What follows belongs to an exercise in optimizing a design on an open flow for small area and a short achievable clock period; a production flow would make more cautious choices.
The RTL was checked by simulation tests, not by an equivalence proof against the original design.
The clock cells of this run come from the design's own scripts or RTL, not from TritonCTS.
The clock port is modelled as an ideal driver, which makes a skipped or thinned clock tree look cheaper than it is; a real chip needs a root buffer or a tree.
Power figures rest on the tool's default switching activity, not on a simulated workload.

$ cat flow/config.mk
export PLATFORM = sky130hd
export DESIGN_NAME = KSA_pipe
export DESIGN_NICKNAME = KSA_pipe
export VERILOG_FILES = /design/flow/design.v
export SDC_FILE = /design/flow/constraint.sdc
export NUM_CORES = 4
export LEC_CHECK = 0
export ABC_AREA = 1
export CAP_MARGIN = 20
export CORE_MARGIN = 2
export CORE_UTILIZATION = 50
export PLACE_DENSITY = 0.65
export SETUP_SLACK_MARGIN = 1.8
export SLEW_MARGIN = 20
$ cat flow/flow/clocktree.tcl
set nbuf 4
if {[info exists ::env(CLKTREE_NBUF)]} { set nbuf $::env(CLKTREE_NBUF) }
set bufcell sky130_fd_sc_hd__clkbuf_16
if {[info exists ::env(CLKTREE_CELL)]} { set bufcell $::env(CLKTREE_CELL) }

set db [ord::get_db]
set block [ord::get_db_block]
set port_net [[$block findBTerm clk] getNet]

set sinks {}
foreach inst [$block getInsts] {
  if {[[$inst getMaster] isSequential]} {
    lappend sinks [$inst findITerm CLK]
  }
}
puts "clocktree: [llength $sinks] register clock pins"

# the cells CTS added: drivers of clock nets other than the port's net
set old_insts {}
set old_nets {}
foreach net [$block getNets] {
  if {[$net getSigType] ne "CLOCK" || $net eq $port_net} { continue }
  lappend old_nets $net
  foreach it [$net getITerms] {
    if {[$it isOutputSignal]} { lappend old_insts [$it getInst] }
  }
}
# cells hanging on the port net other than registers (root buffers, loads)
foreach it [$port_net getITerms] {
  set inst [$it getInst]
  if {![[$inst getMaster] isSequential] && [lsearch -exact $old_insts $inst] < 0} {
    lappend old_insts $inst
  }
}
puts "clocktree: removing [llength $old_insts] cells and [llength $old_nets] nets"
foreach s $sinks { $s disconnect }
foreach inst $old_insts { odb::dbInst_destroy $inst }
foreach net $old_nets { odb::dbNet_destroy $net }

# split the registers into nbuf groups of equal size by position
proc loc {it} {
  set b [[$it getInst] getBBox]
  return [list [expr {([$b xMin] + [$b xMax]) / 2}] [expr {([$b yMin] + [$b yMax]) / 2}]]
}
set pts {}
foreach s $sinks { lappend pts [concat [loc $s] [list $s]] }
proc split_groups {pts n axis} {
  if {$n <= 1} { return [list $pts] }
  set sorted [lsort -integer -index $axis $pts]
  set n1 [expr {$n / 2}]
  set cut [expr {[llength $sorted] * $n1 / $n}]
  set a [lrange $sorted 0 [expr {$cut - 1}]]
  set b [lrange $sorted $cut end]
  set nxt [expr {1 - $axis}]
  return [concat [split_groups $a $n1 $nxt] [split_groups $b [expr {$n - $n1}] $nxt]]
}
# first cut along the longer side of the registers' spread
set xs [lsort -integer [lmap p $pts {lindex $p 0}]]
set ys [lsort -integer [lmap p $pts {lindex $p 1}]]
set axis [expr {([lindex $xs end] - [lindex $xs 0]) >= ([lindex $ys end] - [lindex $ys 0]) ? 0 : 1}]
set groups [split_groups $pts $nbuf $axis]

set nleaf 0
if {[info exists ::env(CLKTREE_NLEAF)]} { set nleaf $::env(CLKTREE_NLEAF) }
set leafcell $bufcell
if {[info exists ::env(CLKTREE_LEAF_CELL)]} { set leafcell $::env(CLKTREE_LEAF_CELL) }

proc centre {grp} {
  set sx 0; set sy 0
  foreach p $grp { incr sx [lindex $p 0]; incr sy [lindex $p 1] }
  return [list [expr {$sx / [llength $grp]}] [expr {$sy / [llength $grp]}]]
}
# a buffer of cell type mname at (x, y), input from net in, driving a new net
proc add_buf {name mname in x y} {
  set master [[ord::get_db] findMaster $mname]
  set block [ord::get_db_block]
  set buf [odb::dbInst_create $block $master $name]
  set net [odb::dbNet_create $block "${name}_net"]
  $net setSigType CLOCK
  [$buf findITerm A] connect $in
  [$buf findITerm X] connect $net
  $buf setLocation [expr {$x - [$master getWidth] / 2}] [expr {$y - [$master getHeight] / 2}]
  $buf setPlacementStatus PLACED
  return $net
}

set g 0
foreach grp $groups {
  lassign [centre $grp] cx cy
  if {$nleaf <= 1} {
    set net [add_buf "clktree_buf_$g" $bufcell $port_net $cx $cy]
    foreach p $grp { [lindex $p 2] connect $net }
    puts "clocktree: buffer $g drives [llength $grp] registers at ($cx, $cy)"
  } else {
    # leaves first, so the root sits at the centre of its leaves
    set leaves [split_groups $grp $nleaf [expr {1 - $axis}]]
    set lpts {}
    foreach lg $leaves { lappend lpts [centre $lg] }
    lassign [centre $lpts] rx ry
    set rnet [add_buf "clktree_buf_$g" $bufcell $port_net $rx $ry]
    set l 0
    foreach lg $leaves {
      lassign [centre $lg] lx ly
      set net [add_buf "clktree_buf_${g}_$l" $leafcell $rnet $lx $ly]
      foreach p $lg { [lindex $p 2] connect $net }
      puts "clocktree: buffer ${g}_$l drives [llength $lg] registers at ($lx, $ly)"
      incr l
    }
  }
  incr g
}

detailed_placement
estimate_parasitics -placement
report_clock_skew
if { !$::env(SKIP_CTS_REPAIR_TIMING) } {
  repair_timing_helper
  detailed_placement
}
check_placement -verbose
report_clock_skew
report_wns
$ cat flow/standard.sh
#!/bin/bash
# synth_recipe.tcl (not shown) runs the flow's synth.tcl, then flattens the netlist and writes it again
# the make line also repeats each setting of config.mk as NAME=value (left out here)
make -C /OpenROAD-flow-scripts/flow DESIGN_CONFIG=/design/flow/config.mk WORK_HOME=/design/flow/orfs CLKGATE_MAP_FILE= SYNTH_SCRIPT=/design/flow/synth_recipe.tcl "${@:-finish}"
$ cat flow/constraint.sdc
create_clock -name core_clock -period 3.4 [get_ports {clk}]
set_input_delay 0.6800 -clock core_clock [delete_from_list [all_inputs] [get_ports {clk}]]
set_output_delay 0.6800 -clock core_clock [all_outputs]
set_load 0.01 [all_outputs]
$ cat flow/flow/run.sh
#!/bin/bash
# Layout: the standard flow (standard.sh) with these changes: synthesis maps
# no full or half adder cells (ADDER_MAP_FILE empty), so abc maps the adder logic
# itself; ports get the buffer cell named below; and after clock tree synthesis
# flow/clocktree.tcl replaces the tree by one level of buffers driven by the clock
# port.  The flow's output goes to standard.log, and ORFS's own logs to orfs/logs.
set -euo pipefail
bash standard.sh ADDER_MAP_FILE= "POST_CTS_TCL=$PWD/flow/clocktree.tcl" BUFFER_PORTS_ARGS=-buffer_cell\ sky130_fd_sc_hd__buf_1 CTS_ARGS=-sink_clustering_enable\ -dont_use_dummy_load\ -root_buf\ sky130_fd_sc_hd__clkbuf_16\ -buf_list\ sky130_fd_sc_hd__clkbuf_16\ -sink_clustering_size\ 40\ -sink_clustering_max_diameter\ 200 CLKTREE_CELL=sky130_fd_sc_hd__clkbuf_8 CLKTREE_NLEAF=3 CLKTREE_LEAF_CELL=sky130_fd_sc_hd__clkbuf_8 finish > standard.log 2>&1
$ cat flow/design.v
module KSA (s, x);
   input  [94:0] x;
   output [64:0] s;
   wire s2_g1;
   wire s2_g2;
   wire s2_p3;
   wire s2_g4;
   wire s2_p5;
   wire s2_g6;
   wire s2_p7;
   wire s2_g8;
   wire s2_p9;
   wire s2_g10;
   wire s2_p11;
   wire s2_g12;
   wire s2_p13;
   wire s2_g14;
   wire s2_p15;
   wire s2_g16;
   wire s2_g17;
   wire s2_g18;
   wire s2_p19;
   wire s2_g20;
   wire s2_p21;
   wire s2_g22;
   wire s2_p23;
   wire s2_g24;
   wire s2_p25;
   wire s2_g26;
   wire s2_p27;
   wire s2_g28;
   wire s2_p29;
   wire s2_g30;
   wire s2_g31;
   wire s2_g32;
   wire s2_g33;
   wire s2_g34;
   wire s2_p35;
   wire s2_g36;
   wire s2_p37;
   wire s2_g38;
   wire s2_p39;
   wire s2_g40;
   wire s2_p41;
   wire s2_g42;
   wire s2_g43;
   wire s2_g44;
   wire s2_g45;
   wire s2_g46;
   wire s2_g47;
   wire s2_g48;
   wire s2_g49;
   assign s2_g1 = x[9] | (x[80] & x[4]);
   assign s2_g2 = x[19] | (x[82] & x[14]);
   assign s2_p3 = x[82] & x[81];
   assign s2_g4 = x[29] | (x[84] & x[24]);
   assign s2_p5 = x[84] & x[83];
   assign s2_g6 = x[39] | (x[86] & x[34]);
   assign s2_p7 = x[86] & x[85];
   assign s2_g8 = x[49] | (x[88] & x[44]);
   assign s2_p9 = x[88] & x[87];
   assign s2_g10 = x[59] | (x[90] & x[54]);
   assign s2_p11 = x[90] & x[89];
   assign s2_g12 = x[69] | (x[92] & x[64]);
   assign s2_p13 = x[92] & x[91];
   assign s2_g14 = x[79] | (x[94] & x[74]);
   assign s2_p15 = x[94] & x[93];
   assign s2_g16 = x[14] | (x[81] & s2_g1);
   assign s2_g17 = s2_g2 | (s2_p3 & s2_g1);
   assign s2_g18 = x[34] | (x[85] & s2_g4);
   assign s2_p19 = x[85] & s2_p5;
   assign s2_g20 = s2_g6 | (s2_p7 & s2_g4);
   assign s2_p21 = s2_p7 & s2_p5;
   assign s2_g22 = x[54] | (x[89] & s2_g8);
   assign s2_p23 = x[89] & s2_p9;
   assign s2_g24 = s2_g10 | (s2_p11 & s2_g8);
   assign s2_p25 = s2_p11 & s2_p9;
   assign s2_g26 = x[74] | (x[93] & s2_g12);
   assign s2_p27 = x[93] & s2_p13;
   assign s2_g28 = s2_g14 | (s2_p15 & s2_g12);
   assign s2_p29 = s2_p15 & s2_p13;
   assign s2_g30 = x[24] | (x[83] & s2_g17);
   assign s2_g31 = s2_g4 | (s2_p5 & s2_g17);
   assign s2_g32 = s2_g18 | (s2_p19 & s2_g17);
   assign s2_g33 = s2_g20 | (s2_p21 & s2_g17);
   assign s2_g34 = x[64] | (x[91] & s2_g24);
   assign s2_p35 = x[91] & s2_p25;
   assign s2_g36 = s2_g12 | (s2_p13 & s2_g24);
   assign s2_p37 = s2_p13 & s2_p25;
   assign s2_g38 = s2_g26 | (s2_p27 & s2_g24);
   assign s2_p39 = s2_p27 & s2_p25;
   assign s2_g40 = s2_g28 | (s2_p29 & s2_g24);
   assign s2_p41 = s2_p29 & s2_p25;
   assign s2_g42 = x[44] | (x[87] & s2_g33);
   assign s2_g43 = s2_g8 | (s2_p9 & s2_g33);
   assign s2_g44 = s2_g22 | (s2_p23 & s2_g33);
   assign s2_g45 = s2_g24 | (s2_p25 & s2_g33);
   assign s2_g46 = s2_g34 | (s2_p35 & s2_g33);
   assign s2_g47 = s2_g36 | (s2_p37 & s2_g33);
   assign s2_g48 = s2_g38 | (s2_p39 & s2_g33);
   assign s2_g49 = s2_g40 | (s2_p41 & s2_g33);
   assign s[0] = x[0];
   assign s[1] = x[1];
   assign s[2] = x[2];
   assign s[3] = x[3];
   assign s[4] = x[5] ^ x[4];
   assign s[5] = x[6] ^ x[4] & x[5];
   assign s[6] = x[7] ^ x[4] & x[5] & x[6];
   assign s[7] = x[8] ^ x[4] & x[5] & x[6] & x[7];
   assign s[8] = x[10] ^ s2_g1;
   assign s[9] = x[11] ^ s2_g1 & x[10];
   assign s[10] = x[12] ^ s2_g1 & x[10] & x[11];
   assign s[11] = x[13] ^ s2_g1 & x[10] & x[11] & x[12];
   assign s[12] = x[15] ^ s2_g16;
   assign s[13] = x[16] ^ s2_g16 & x[15];
   assign s[14] = x[17] ^ s2_g16 & x[15] & x[16];
   assign s[15] = x[18] ^ s2_g16 & x[15] & x[16] & x[17];
   assign s[16] = x[20] ^ s2_g17;
   assign s[17] = x[21] ^ s2_g17 & x[20];
   assign s[18] = x[22] ^ s2_g17 & x[20] & x[21];
   assign s[19] = x[23] ^ s2_g17 & x[20] & x[21] & x[22];
   assign s[20] = x[25] ^ s2_g30;
   assign s[21] = x[26] ^ s2_g30 & x[25];
   assign s[22] = x[27] ^ s2_g30 & x[25] & x[26];
   assign s[23] = x[28] ^ s2_g30 & x[25] & x[26] & x[27];
   assign s[24] = x[30] ^ s2_g31;
   assign s[25] = x[31] ^ s2_g31 & x[30];
   assign s[26] = x[32] ^ s2_g31 & x[30] & x[31];
   assign s[27] = x[33] ^ s2_g31 & x[30] & x[31] & x[32];
   assign s[28] = x[35] ^ s2_g32;
   assign s[29] = x[36] ^ s2_g32 & x[35];
   assign s[30] = x[37] ^ s2_g32 & x[35] & x[36];
   assign s[31] = x[38] ^ s2_g32 & x[35] & x[36] & x[37];
   assign s[32] = x[40] ^ s2_g33;
   assign s[33] = x[41] ^ s2_g33 & x[40];
   assign s[34] = x[42] ^ s2_g33 & x[40] & x[41];
   assign s[35] = x[43] ^ s2_g33 & x[40] & x[41] & x[42];
   assign s[36] = x[45] ^ s2_g42;
   assign s[37] = x[46] ^ s2_g42 & x[45];
   assign s[38] = x[47] ^ s2_g42 & x[45] & x[46];
   assign s[39] = x[48] ^ s2_g42 & x[45] & x[46] & x[47];
   assign s[40] = x[50] ^ s2_g43;
   assign s[41] = x[51] ^ s2_g43 & x[50];
   assign s[42] = x[52] ^ s2_g43 & x[50] & x[51];
   assign s[43] = x[53] ^ s2_g43 & x[50] & x[51] & x[52];
   assign s[44] = x[55] ^ s2_g44;
   assign s[45] = x[56] ^ s2_g44 & x[55];
   assign s[46] = x[57] ^ s2_g44 & x[55] & x[56];
   assign s[47] = x[58] ^ s2_g44 & x[55] & x[56] & x[57];
   assign s[48] = x[60] ^ s2_g45;
   assign s[49] = x[61] ^ s2_g45 & x[60];
   assign s[50] = x[62] ^ s2_g45 & x[60] & x[61];
   assign s[51] = x[63] ^ s2_g45 & x[60] & x[61] & x[62];
   assign s[52] = x[65] ^ s2_g46;
   assign s[53] = x[66] ^ s2_g46 & x[65];
   assign s[54] = x[67] ^ s2_g46 & x[65] & x[66];
   assign s[55] = x[68] ^ s2_g46 & x[65] & x[66] & x[67];
   assign s[56] = x[70] ^ s2_g47;
   assign s[57] = x[71] ^ s2_g47 & x[70];
   assign s[58] = x[72] ^ s2_g47 & x[70] & x[71];
   assign s[59] = x[73] ^ s2_g47 & x[70] & x[71] & x[72];
   assign s[60] = x[75] ^ s2_g48;
   assign s[61] = x[76] ^ s2_g48 & x[75];
   assign s[62] = x[77] ^ s2_g48 & x[75] & x[76];
   assign s[63] = x[78] ^ s2_g48 & x[75] & x[76] & x[77];
   assign s[64] = s2_g49;
endmodule
module KSA_pipe(s, a, b, c, clk);
   input [63:0] a;
   input [63:0] b;
   input        c;
   input        clk;
   output [64:0] s;
   wire [94:0] x;
   reg  [94:0] xr;
   wire [64:0] sOut;
   reg  [64:0] sr;
   wire s1b0_p1;
   wire s1b0_p2;
   wire s1b0_p3;
   wire s1b0_p4;
   wire s1b0_g5;
   wire s1b0_g6;
   wire s1b0_g7;
   wire s1b0_g8;
   wire s1b0_g9;
   wire s1b0_g10;
   wire s1b0_g11;
   wire s1b0_g12;
   wire s1b1_p13;
   wire s1b1_p14;
   wire s1b1_p15;
   wire s1b1_p16;
   wire s1b1_g17;
   wire s1b1_g18;
   wire s1b1_g19;
   wire s1b1_g20;
   wire s1b1_g21;
   wire s1b1_g22;
   wire s1b1_g23;
   wire s1b2_p24;
   wire s1b2_p25;
   wire s1b2_p26;
   wire s1b2_p27;
   wire s1b2_g28;
   wire s1b2_g29;
   wire s1b2_g30;
   wire s1b2_g31;
   wire s1b2_g32;
   wire s1b2_g33;
   wire s1b2_g34;
   wire s1b3_p35;
   wire s1b3_p36;
   wire s1b3_p37;
   wire s1b3_p38;
   wire s1b3_g39;
   wire s1b3_g40;
   wire s1b3_g41;
   wire s1b3_g42;
   wire s1b3_g43;
   wire s1b3_g44;
   wire s1b3_g45;
   wire s1b4_p46;
   wire s1b4_p47;
   wire s1b4_p48;
   wire s1b4_p49;
   wire s1b4_g50;
   wire s1b4_g51;
   wire s1b4_g52;
   wire s1b4_g53;
   wire s1b4_g54;
   wire s1b4_g55;
   wire s1b4_g56;
   wire s1b5_p57;
   wire s1b5_p58;
   wire s1b5_p59;
   wire s1b5_p60;
   wire s1b5_g61;
   wire s1b5_g62;
   wire s1b5_g63;
   wire s1b5_g64;
   wire s1b5_g65;
   wire s1b5_g66;
   wire s1b5_g67;
   wire s1b6_p68;
   wire s1b6_p69;
   wire s1b6_p70;
   wire s1b6_p71;
   wire s1b6_g72;
   wire s1b6_g73;
   wire s1b6_g74;
   wire s1b6_g75;
   wire s1b6_g76;
   wire s1b6_g77;
   wire s1b6_g78;
   wire s1b7_p79;
   wire s1b7_p80;
   wire s1b7_p81;
   wire s1b7_p82;
   wire s1b7_g83;
   wire s1b7_g84;
   wire s1b7_g85;
   wire s1b7_g86;
   wire s1b7_g87;
   wire s1b7_g88;
   wire s1b7_g89;
   wire s1b8_p90;
   wire s1b8_p91;
   wire s1b8_p92;
   wire s1b8_p93;
   wire s1b8_g94;
   wire s1b8_g95;
   wire s1b8_g96;
   wire s1b8_g97;
   wire s1b8_g98;
   wire s1b8_g99;
   wire s1b8_g100;
   wire s1b9_p101;
   wire s1b9_p102;
   wire s1b9_p103;
   wire s1b9_p104;
   wire s1b9_g105;
   wire s1b9_g106;
   wire s1b9_g107;
   wire s1b9_g108;
   wire s1b9_g109;
   wire s1b9_g110;
   wire s1b9_g111;
   wire s1b10_p112;
   wire s1b10_p113;
   wire s1b10_p114;
   wire s1b10_p115;
   wire s1b10_g116;
   wire s1b10_g117;
   wire s1b10_g118;
   wire s1b10_g119;
   wire s1b10_g120;
   wire s1b10_g121;
   wire s1b10_g122;
   wire s1b11_p123;
   wire s1b11_p124;
   wire s1b11_p125;
   wire s1b11_p126;
   wire s1b11_g127;
   wire s1b11_g128;
   wire s1b11_g129;
   wire s1b11_g130;
   wire s1b11_g131;
   wire s1b11_g132;
   wire s1b11_g133;
   wire s1b12_p134;
   wire s1b12_p135;
   wire s1b12_p136;
   wire s1b12_p137;
   wire s1b12_g138;
   wire s1b12_g139;
   wire s1b12_g140;
   wire s1b12_g141;
   wire s1b12_g142;
   wire s1b12_g143;
   wire s1b12_g144;
   wire s1b13_p145;
   wire s1b13_p146;
   wire s1b13_p147;
   wire s1b13_p148;
   wire s1b13_g149;
   wire s1b13_g150;
   wire s1b13_g151;
   wire s1b13_g152;
   wire s1b13_g153;
   wire s1b13_g154;
   wire s1b13_g155;
   wire s1b14_p156;
   wire s1b14_p157;
   wire s1b14_p158;
   wire s1b14_p159;
   wire s1b14_g160;
   wire s1b14_g161;
   wire s1b14_g162;
   wire s1b14_g163;
   wire s1b14_g164;
   wire s1b14_g165;
   wire s1b14_g166;
   wire s1b15_p167;
   wire s1b15_p168;
   wire s1b15_p169;
   wire s1b15_p170;
   wire s1b15_g171;
   wire s1b15_g172;
   wire s1b15_g173;
   wire s1b15_g174;
   wire s1b15_g175;
   wire s1b15_g176;
   wire s1b15_g177;
   assign s1b0_p1 = a[0] ^ b[0];
   assign s1b0_p2 = a[1] ^ b[1];
   assign s1b0_p3 = a[2] ^ b[2];
   assign s1b0_p4 = a[3] ^ b[3];
   assign s1b0_g5 = a[0] & b[0];
   assign s1b0_g6 = a[1] & b[1];
   assign s1b0_g7 = a[2] & b[2];
   assign s1b0_g8 = a[3] & b[3];
   assign s1b0_g9 = s1b0_g5 | (s1b0_p1 & c);
   assign s1b0_g10 = s1b0_g6 | (s1b0_p2 & s1b0_g9);
   assign s1b0_g11 = s1b0_g7 | (s1b0_p3 & s1b0_g10);
   assign s1b0_g12 = s1b0_g8 | (s1b0_p4 & s1b0_g11);
   assign x[0] = s1b0_p1 ^ c;
   assign x[1] = s1b0_p2 ^ s1b0_g9;
   assign x[2] = s1b0_p3 ^ s1b0_g10;
   assign x[3] = s1b0_p4 ^ s1b0_g11;
   assign x[4] = s1b0_g12;
   assign s1b1_p13 = a[4] ^ b[4];
   assign s1b1_p14 = a[5] ^ b[5];
   assign s1b1_p15 = a[6] ^ b[6];
   assign s1b1_p16 = a[7] ^ b[7];
   assign s1b1_g17 = a[4] & b[4];
   assign s1b1_g18 = a[5] & b[5];
   assign s1b1_g19 = a[6] & b[6];
   assign s1b1_g20 = a[7] & b[7];
   assign s1b1_g21 = s1b1_g18 | (s1b1_p14 & s1b1_g17);
   assign s1b1_g22 = s1b1_g19 | (s1b1_p15 & s1b1_g21);
   assign s1b1_g23 = s1b1_g20 | (s1b1_p16 & s1b1_g22);
   assign x[5] = s1b1_p13;
   assign x[6] = s1b1_p14 ^ s1b1_g17;
   assign x[7] = s1b1_p15 ^ s1b1_g21;
   assign x[8] = s1b1_p16 ^ s1b1_g22;
   assign x[9] = s1b1_g23;
   assign x[80] = s1b1_p13 & s1b1_p14 & s1b1_p15 & s1b1_p16;
   assign s1b2_p24 = a[8] ^ b[8];
   assign s1b2_p25 = a[9] ^ b[9];
   assign s1b2_p26 = a[10] ^ b[10];
   assign s1b2_p27 = a[11] ^ b[11];
   assign s1b2_g28 = a[8] & b[8];
   assign s1b2_g29 = a[9] & b[9];
   assign s1b2_g30 = a[10] & b[10];
   assign s1b2_g31 = a[11] & b[11];
   assign s1b2_g32 = s1b2_g29 | (s1b2_p25 & s1b2_g28);
   assign s1b2_g33 = s1b2_g30 | (s1b2_p26 & s1b2_g32);
   assign s1b2_g34 = s1b2_g31 | (s1b2_p27 & s1b2_g33);
   assign x[10] = s1b2_p24;
   assign x[11] = s1b2_p25 ^ s1b2_g28;
   assign x[12] = s1b2_p26 ^ s1b2_g32;
   assign x[13] = s1b2_p27 ^ s1b2_g33;
   assign x[14] = s1b2_g34;
   assign x[81] = s1b2_p24 & s1b2_p25 & s1b2_p26 & s1b2_p27;
   assign s1b3_p35 = a[12] ^ b[12];
   assign s1b3_p36 = a[13] ^ b[13];
   assign s1b3_p37 = a[14] ^ b[14];
   assign s1b3_p38 = a[15] ^ b[15];
   assign s1b3_g39 = a[12] & b[12];
   assign s1b3_g40 = a[13] & b[13];
   assign s1b3_g41 = a[14] & b[14];
   assign s1b3_g42 = a[15] & b[15];
   assign s1b3_g43 = s1b3_g40 | (s1b3_p36 & s1b3_g39);
   assign s1b3_g44 = s1b3_g41 | (s1b3_p37 & s1b3_g43);
   assign s1b3_g45 = s1b3_g42 | (s1b3_p38 & s1b3_g44);
   assign x[15] = s1b3_p35;
   assign x[16] = s1b3_p36 ^ s1b3_g39;
   assign x[17] = s1b3_p37 ^ s1b3_g43;
   assign x[18] = s1b3_p38 ^ s1b3_g44;
   assign x[19] = s1b3_g45;
   assign x[82] = s1b3_p35 & s1b3_p36 & s1b3_p37 & s1b3_p38;
   assign s1b4_p46 = a[16] ^ b[16];
   assign s1b4_p47 = a[17] ^ b[17];
   assign s1b4_p48 = a[18] ^ b[18];
   assign s1b4_p49 = a[19] ^ b[19];
   assign s1b4_g50 = a[16] & b[16];
   assign s1b4_g51 = a[17] & b[17];
   assign s1b4_g52 = a[18] & b[18];
   assign s1b4_g53 = a[19] & b[19];
   assign s1b4_g54 = s1b4_g51 | (s1b4_p47 & s1b4_g50);
   assign s1b4_g55 = s1b4_g52 | (s1b4_p48 & s1b4_g54);
   assign s1b4_g56 = s1b4_g53 | (s1b4_p49 & s1b4_g55);
   assign x[20] = s1b4_p46;
   assign x[21] = s1b4_p47 ^ s1b4_g50;
   assign x[22] = s1b4_p48 ^ s1b4_g54;
   assign x[23] = s1b4_p49 ^ s1b4_g55;
   assign x[24] = s1b4_g56;
   assign x[83] = s1b4_p46 & s1b4_p47 & s1b4_p48 & s1b4_p49;
   assign s1b5_p57 = a[20] ^ b[20];
   assign s1b5_p58 = a[21] ^ b[21];
   assign s1b5_p59 = a[22] ^ b[22];
   assign s1b5_p60 = a[23] ^ b[23];
   assign s1b5_g61 = a[20] & b[20];
   assign s1b5_g62 = a[21] & b[21];
   assign s1b5_g63 = a[22] & b[22];
   assign s1b5_g64 = a[23] & b[23];
   assign s1b5_g65 = s1b5_g62 | (s1b5_p58 & s1b5_g61);
   assign s1b5_g66 = s1b5_g63 | (s1b5_p59 & s1b5_g65);
   assign s1b5_g67 = s1b5_g64 | (s1b5_p60 & s1b5_g66);
   assign x[25] = s1b5_p57;
   assign x[26] = s1b5_p58 ^ s1b5_g61;
   assign x[27] = s1b5_p59 ^ s1b5_g65;
   assign x[28] = s1b5_p60 ^ s1b5_g66;
   assign x[29] = s1b5_g67;
   assign x[84] = s1b5_p57 & s1b5_p58 & s1b5_p59 & s1b5_p60;
   assign s1b6_p68 = a[24] ^ b[24];
   assign s1b6_p69 = a[25] ^ b[25];
   assign s1b6_p70 = a[26] ^ b[26];
   assign s1b6_p71 = a[27] ^ b[27];
   assign s1b6_g72 = a[24] & b[24];
   assign s1b6_g73 = a[25] & b[25];
   assign s1b6_g74 = a[26] & b[26];
   assign s1b6_g75 = a[27] & b[27];
   assign s1b6_g76 = s1b6_g73 | (s1b6_p69 & s1b6_g72);
   assign s1b6_g77 = s1b6_g74 | (s1b6_p70 & s1b6_g76);
   assign s1b6_g78 = s1b6_g75 | (s1b6_p71 & s1b6_g77);
   assign x[30] = s1b6_p68;
   assign x[31] = s1b6_p69 ^ s1b6_g72;
   assign x[32] = s1b6_p70 ^ s1b6_g76;
   assign x[33] = s1b6_p71 ^ s1b6_g77;
   assign x[34] = s1b6_g78;
   assign x[85] = s1b6_p68 & s1b6_p69 & s1b6_p70 & s1b6_p71;
   assign s1b7_p79 = a[28] ^ b[28];
   assign s1b7_p80 = a[29] ^ b[29];
   assign s1b7_p81 = a[30] ^ b[30];
   assign s1b7_p82 = a[31] ^ b[31];
   assign s1b7_g83 = a[28] & b[28];
   assign s1b7_g84 = a[29] & b[29];
   assign s1b7_g85 = a[30] & b[30];
   assign s1b7_g86 = a[31] & b[31];
   assign s1b7_g87 = s1b7_g84 | (s1b7_p80 & s1b7_g83);
   assign s1b7_g88 = s1b7_g85 | (s1b7_p81 & s1b7_g87);
   assign s1b7_g89 = s1b7_g86 | (s1b7_p82 & s1b7_g88);
   assign x[35] = s1b7_p79;
   assign x[36] = s1b7_p80 ^ s1b7_g83;
   assign x[37] = s1b7_p81 ^ s1b7_g87;
   assign x[38] = s1b7_p82 ^ s1b7_g88;
   assign x[39] = s1b7_g89;
   assign x[86] = s1b7_p79 & s1b7_p80 & s1b7_p81 & s1b7_p82;
   assign s1b8_p90 = a[32] ^ b[32];
   assign s1b8_p91 = a[33] ^ b[33];
   assign s1b8_p92 = a[34] ^ b[34];
   assign s1b8_p93 = a[35] ^ b[35];
   assign s1b8_g94 = a[32] & b[32];
   assign s1b8_g95 = a[33] & b[33];
   assign s1b8_g96 = a[34] & b[34];
   assign s1b8_g97 = a[35] & b[35];
   assign s1b8_g98 = s1b8_g95 | (s1b8_p91 & s1b8_g94);
   assign s1b8_g99 = s1b8_g96 | (s1b8_p92 & s1b8_g98);
   assign s1b8_g100 = s1b8_g97 | (s1b8_p93 & s1b8_g99);
   assign x[40] = s1b8_p90;
   assign x[41] = s1b8_p91 ^ s1b8_g94;
   assign x[42] = s1b8_p92 ^ s1b8_g98;
   assign x[43] = s1b8_p93 ^ s1b8_g99;
   assign x[44] = s1b8_g100;
   assign x[87] = s1b8_p90 & s1b8_p91 & s1b8_p92 & s1b8_p93;
   assign s1b9_p101 = a[36] ^ b[36];
   assign s1b9_p102 = a[37] ^ b[37];
   assign s1b9_p103 = a[38] ^ b[38];
   assign s1b9_p104 = a[39] ^ b[39];
   assign s1b9_g105 = a[36] & b[36];
   assign s1b9_g106 = a[37] & b[37];
   assign s1b9_g107 = a[38] & b[38];
   assign s1b9_g108 = a[39] & b[39];
   assign s1b9_g109 = s1b9_g106 | (s1b9_p102 & s1b9_g105);
   assign s1b9_g110 = s1b9_g107 | (s1b9_p103 & s1b9_g109);
   assign s1b9_g111 = s1b9_g108 | (s1b9_p104 & s1b9_g110);
   assign x[45] = s1b9_p101;
   assign x[46] = s1b9_p102 ^ s1b9_g105;
   assign x[47] = s1b9_p103 ^ s1b9_g109;
   assign x[48] = s1b9_p104 ^ s1b9_g110;
   assign x[49] = s1b9_g111;
   assign x[88] = s1b9_p101 & s1b9_p102 & s1b9_p103 & s1b9_p104;
   assign s1b10_p112 = a[40] ^ b[40];
   assign s1b10_p113 = a[41] ^ b[41];
   assign s1b10_p114 = a[42] ^ b[42];
   assign s1b10_p115 = a[43] ^ b[43];
   assign s1b10_g116 = a[40] & b[40];
   assign s1b10_g117 = a[41] & b[41];
   assign s1b10_g118 = a[42] & b[42];
   assign s1b10_g119 = a[43] & b[43];
   assign s1b10_g120 = s1b10_g117 | (s1b10_p113 & s1b10_g116);
   assign s1b10_g121 = s1b10_g118 | (s1b10_p114 & s1b10_g120);
   assign s1b10_g122 = s1b10_g119 | (s1b10_p115 & s1b10_g121);
   assign x[50] = s1b10_p112;
   assign x[51] = s1b10_p113 ^ s1b10_g116;
   assign x[52] = s1b10_p114 ^ s1b10_g120;
   assign x[53] = s1b10_p115 ^ s1b10_g121;
   assign x[54] = s1b10_g122;
   assign x[89] = s1b10_p112 & s1b10_p113 & s1b10_p114 & s1b10_p115;
   assign s1b11_p123 = a[44] ^ b[44];
   assign s1b11_p124 = a[45] ^ b[45];
   assign s1b11_p125 = a[46] ^ b[46];
   assign s1b11_p126 = a[47] ^ b[47];
   assign s1b11_g127 = a[44] & b[44];
   assign s1b11_g128 = a[45] & b[45];
   assign s1b11_g129 = a[46] & b[46];
   assign s1b11_g130 = a[47] & b[47];
   assign s1b11_g131 = s1b11_g128 | (s1b11_p124 & s1b11_g127);
   assign s1b11_g132 = s1b11_g129 | (s1b11_p125 & s1b11_g131);
   assign s1b11_g133 = s1b11_g130 | (s1b11_p126 & s1b11_g132);
   assign x[55] = s1b11_p123;
   assign x[56] = s1b11_p124 ^ s1b11_g127;
   assign x[57] = s1b11_p125 ^ s1b11_g131;
   assign x[58] = s1b11_p126 ^ s1b11_g132;
   assign x[59] = s1b11_g133;
   assign x[90] = s1b11_p123 & s1b11_p124 & s1b11_p125 & s1b11_p126;
   assign s1b12_p134 = a[48] ^ b[48];
   assign s1b12_p135 = a[49] ^ b[49];
   assign s1b12_p136 = a[50] ^ b[50];
   assign s1b12_p137 = a[51] ^ b[51];
   assign s1b12_g138 = a[48] & b[48];
   assign s1b12_g139 = a[49] & b[49];
   assign s1b12_g140 = a[50] & b[50];
   assign s1b12_g141 = a[51] & b[51];
   assign s1b12_g142 = s1b12_g139 | (s1b12_p135 & s1b12_g138);
   assign s1b12_g143 = s1b12_g140 | (s1b12_p136 & s1b12_g142);
   assign s1b12_g144 = s1b12_g141 | (s1b12_p137 & s1b12_g143);
   assign x[60] = s1b12_p134;
   assign x[61] = s1b12_p135 ^ s1b12_g138;
   assign x[62] = s1b12_p136 ^ s1b12_g142;
   assign x[63] = s1b12_p137 ^ s1b12_g143;
   assign x[64] = s1b12_g144;
   assign x[91] = s1b12_p134 & s1b12_p135 & s1b12_p136 & s1b12_p137;
   assign s1b13_p145 = a[52] ^ b[52];
   assign s1b13_p146 = a[53] ^ b[53];
   assign s1b13_p147 = a[54] ^ b[54];
   assign s1b13_p148 = a[55] ^ b[55];
   assign s1b13_g149 = a[52] & b[52];
   assign s1b13_g150 = a[53] & b[53];
   assign s1b13_g151 = a[54] & b[54];
   assign s1b13_g152 = a[55] & b[55];
   assign s1b13_g153 = s1b13_g150 | (s1b13_p146 & s1b13_g149);
   assign s1b13_g154 = s1b13_g151 | (s1b13_p147 & s1b13_g153);
   assign s1b13_g155 = s1b13_g152 | (s1b13_p148 & s1b13_g154);
   assign x[65] = s1b13_p145;
   assign x[66] = s1b13_p146 ^ s1b13_g149;
   assign x[67] = s1b13_p147 ^ s1b13_g153;
   assign x[68] = s1b13_p148 ^ s1b13_g154;
   assign x[69] = s1b13_g155;
   assign x[92] = s1b13_p145 & s1b13_p146 & s1b13_p147 & s1b13_p148;
   assign s1b14_p156 = a[56] ^ b[56];
   assign s1b14_p157 = a[57] ^ b[57];
   assign s1b14_p158 = a[58] ^ b[58];
   assign s1b14_p159 = a[59] ^ b[59];
   assign s1b14_g160 = a[56] & b[56];
   assign s1b14_g161 = a[57] & b[57];
   assign s1b14_g162 = a[58] & b[58];
   assign s1b14_g163 = a[59] & b[59];
   assign s1b14_g164 = s1b14_g161 | (s1b14_p157 & s1b14_g160);
   assign s1b14_g165 = s1b14_g162 | (s1b14_p158 & s1b14_g164);
   assign s1b14_g166 = s1b14_g163 | (s1b14_p159 & s1b14_g165);
   assign x[70] = s1b14_p156;
   assign x[71] = s1b14_p157 ^ s1b14_g160;
   assign x[72] = s1b14_p158 ^ s1b14_g164;
   assign x[73] = s1b14_p159 ^ s1b14_g165;
   assign x[74] = s1b14_g166;
   assign x[93] = s1b14_p156 & s1b14_p157 & s1b14_p158 & s1b14_p159;
   assign s1b15_p167 = a[60] ^ b[60];
   assign s1b15_p168 = a[61] ^ b[61];
   assign s1b15_p169 = a[62] ^ b[62];
   assign s1b15_p170 = a[63] ^ b[63];
   assign s1b15_g171 = a[60] & b[60];
   assign s1b15_g172 = a[61] & b[61];
   assign s1b15_g173 = a[62] & b[62];
   assign s1b15_g174 = a[63] & b[63];
   assign s1b15_g175 = s1b15_g172 | (s1b15_p168 & s1b15_g171);
   assign s1b15_g176 = s1b15_g173 | (s1b15_p169 & s1b15_g175);
   assign s1b15_g177 = s1b15_g174 | (s1b15_p170 & s1b15_g176);
   assign x[75] = s1b15_p167;
   assign x[76] = s1b15_p168 ^ s1b15_g171;
   assign x[77] = s1b15_p169 ^ s1b15_g175;
   assign x[78] = s1b15_p170 ^ s1b15_g176;
   assign x[79] = s1b15_g177;
   assign x[94] = s1b15_p167 & s1b15_p168 & s1b15_p169 & s1b15_p170;
   always @(posedge clk)
     xr <= x;
   KSA adder (.s(sOut), .x(xr));
   always @(posedge clk)
     sr <= sOut;
   assign s = sr;
endmodule
==> impl_metrics.py <==
metrics = {
    "synthesis": {
        "synth_ff_type": "dfxtp_1",
        "synth_nets": 918,
        "synth_cell_types": 19,
        "synth_edf_count": 0,
        "post_synth.cell_area_avg_um2": 8.101,
        "synth_seq_cells": 160,
        "synthArstFlopShare": 0,
        "synthCells": 788,
        "syn_area_um2": 6384,
        "yosysWarnings": 1,
        "ys_seq_area_frac": 0.5018,
    },
    "finish": {
        "nets": 1133,
        "final_cell_mix": "218 x nand2_1, 183 x buf_1, 159 x dfxtp_1",
        "num_antenna_cells": 0,
        "area_growth_pct": 19.56,
        "layout_commonest_cell": "nand2_1",
        "drive_above_1_share": 0.06893,
        "fillers": 1181,
    },
    "global_routing": {
        "antenna_found_initial": 0,
        "grt_first_pass_wirelength_um": 18750,
        "gr-usage-all-layers": 0.1726,
        "grt_overflow": 0,
        "grt_max_degree": 15,
        "grt_pass1_vias": 4427,
    },
    "die": {
        "std_cell_rows": 41,
        "die_w_um": 117.0,
        "core-area_um2": 12520,
        "ios": 195,
        "start_util": 0.5100,
        "die_height_um": 117.0,
        "die-area_um2": 13690,
    },
    "worst_setup_path": {
        "critical-path-top-delay-family": "XOR/XNOR gates",
        "worstPathRequired_ps": 3610,
        "path_buf_inv": 2,
        "r2r-start": "xr[88]$_DFF_P_",
        "cp-start-kind": "input pin",
        "slowest_stage": "o21ai_0",
        "reg2reg_depth": 8,
        "cp_slowest_stage_delay_ps": 250,
        "cp_data_arrival_time_ps": 1690,
        "critPathKind": "in2reg",
        "rrSetupSlack_ps": 1950,
        "worst-path-max-fanout": 2,
        "timing.rr.end": "sr[62]$_DFF_P_",
        "crit_chain": "buf_1, xor2_1, inv_1, o21ai_0, nand2_1, nand2_1, xor2_1",
        "end_kind": "register",
    },
    "detailed_routing": {
        "drc_errors": 0,
        "antenna_left": 0,
        "vias": 5151,
        "dr.pass1.iters": 4,
        "drtIter0Drc": 144,
        "avgRoutedWirePerCell_um": 10.25,
        "viasPerCell": 4.391,
        "wirelength_um": 12030,
    },
    "sta": {
        "relSlewSlack": 0.7766,
        "finClkSkew_ps": 19.62,
        "worst_slack_ps": 1916,
        "tns_ps": 0,
        "period_minus_slack_ps": 1484,
        "rsz0062_at_grt": "true",
        "period_share": 0.4364,
        "finalSetupViolCount": 0,
        "worst_pin_slew_ps": 334.0,
        "fmax_mhz": 674.0,
        "hold_viol": 0,
        "slew_violations": 0,
    },
    "worst_hold_path": {
        "worstHoldPathCells": 0,
        "worstHoldEndpoint": "sr[2]$_DFF_P_",
        "hold_path_class": "reg2reg",
        "hp-start": "xr[2]$_DFF_P_",
    },
    "run": {
        "cap_viol_max_count": 0,
    },
    "clock_network": {
        "clk_latency_ps": 290,
        "cts_sinks": 160,
        "clk_pin_slew_ps": 80,
    },
    "placed_design": {
        "post-place-ws_ps": 1570,
        "gp_congestion": 0.8592,
        "hpwl_um": 9516,
        "io_buffers": 194,
    },
    "power": {
        "leakagePower_nw": 3.735,
        "peakVddDrop_uv": 257.2,
        "power_density_nw_per_um2": 543.2,
    },
    "run_status": {
        "outcome": "no timing/DRC/antenna violations",
    },
}
-- how the worst max path moves through the flow --
stage,from,end,slack [ps],cells after the start
6_report,a[5],xr[8]$_DFF_P_,1920,7
5_1_grt,b[41],xr[53]$_DFF_P_,1770,7
3_5_place_dp,a[17],xr[23]$_DFF_P_,1570,7
3_3_place_gp,a[17],xr[23]$_DFF_P_,1600,7
2_1_floorplan,a[0],xr[3]$_DFF_P_,1870,8
-- flip-flops by register name, summed over array words and instances (netlist names) --
signal	cells
xr	95
sr	65
-- per-layer routing --
metal / GRT usage / share of wire / vias up
met2: 0.2879 / 0.45 / 137
met3: 0.04531 / 0.064 / 17
met1: 0.2234 / 0.47 / 2168
met5: 0 / 0 / -
met4: 0.04549 / 0.016 / 0
li1: - / - / 2829
-- report_power, final --
part / internal [mW] / leakage, nW / switching, mW
Sequential: 2.20 / 1.35 / 0.142
Combinational: 0.331 / 2.27 / 0.524
Clock: 0.425 / 0.115 / 0.521
Total: 2.96 / 3.73 / 1.19
-- synthesized netlist by cell type (2+ instances only) --
cell / instances / area, um^2
nor2_1: 91 / 341.6
nand2_1: 219 / 822.0
nor4_1: 15 / 93.84
dfxtp_1: 160 / 3203
a21oi_1: 14 / 70.07
nand4_1: 16 / 100.1
xor2_1: 107 / 937.2
a21o_1: 2 / 15.01
nor2_2: 8 / 50.05
xnor2_1: 8 / 70.07
nand2_2: 17 / 106.4
inv_1: 97 / 364.1
nand2_4: 2 / 22.52
a21oi_2: 4 / 35.03
o21ai_0: 24 / 120.1
-- stage by stage --
stage	cells	util	power [mW]	hold WS [ps]	cell area, um^2
detailed placement	1154	0.5854	3.223	312.1	7327
finish	1173	0.6098	4.146	324.5	7632
global placement	1154	0.5854	3.211	310.7	7327
floorplan	788	-	2.899	309.6	6384
global route	1173	0.6098	4.417	337.1	7632
-- cells by family (layout without fill, tap and decap cells) --
logic type,Yosys count,count (layout),share of synthesized area
compound gates,45,45,0.04018
xor+xnor,115,115,0.1578
buf+inv,97,309,0.05704
flops,160,160,0.5018
simple gates,371,372,0.2432
-- cell type report --
| type | instances | area, um^2 | share of cell area |
|---|---|---|---|
| tap | 172 | 215.2 | 0.02820 |
| inverter | 97 | 364.1 | 0.04770 |
| buffer | 16 | 220.2 | 0.02885 |
| timing repair buffer | 196 | 757.0 | 0.09918 |
| multi-input combinational | 532 | 2872 | 0.3762 |
| sequential | 160 | 3204 | 0.4198 |

-- re-timing with driven ports --
The flow's constraints put no driver on any port. The routed layout listed below was extracted and timed again, unchanged, in two steps. Step 1 assumes that a clkbuf_16 drives the clock port and a buf_2 every other input. Step 2 moves the port delays by t, midway between the first and last clock arrival at a register: inputs arrive t later, outputs are due t later. That takes back most of the time a late clock gives input paths. Slacks: ideal ports / drivers / drivers and shift; pairs: ideal ports / drivers.
t, ns: 0.344
setup WS [ns]: 1.916 / 1.864 / 1.617
worst setup path after step 2: input to register
worst register clock-pin slew, ns: 0.09 / 0.09
cell pins on the clock port's net: 4
After both steps this run still meets setup and hold. For this run, drivers alone change the setup slack by -0.052 ns; drivers and shift together by -0.299 ns.
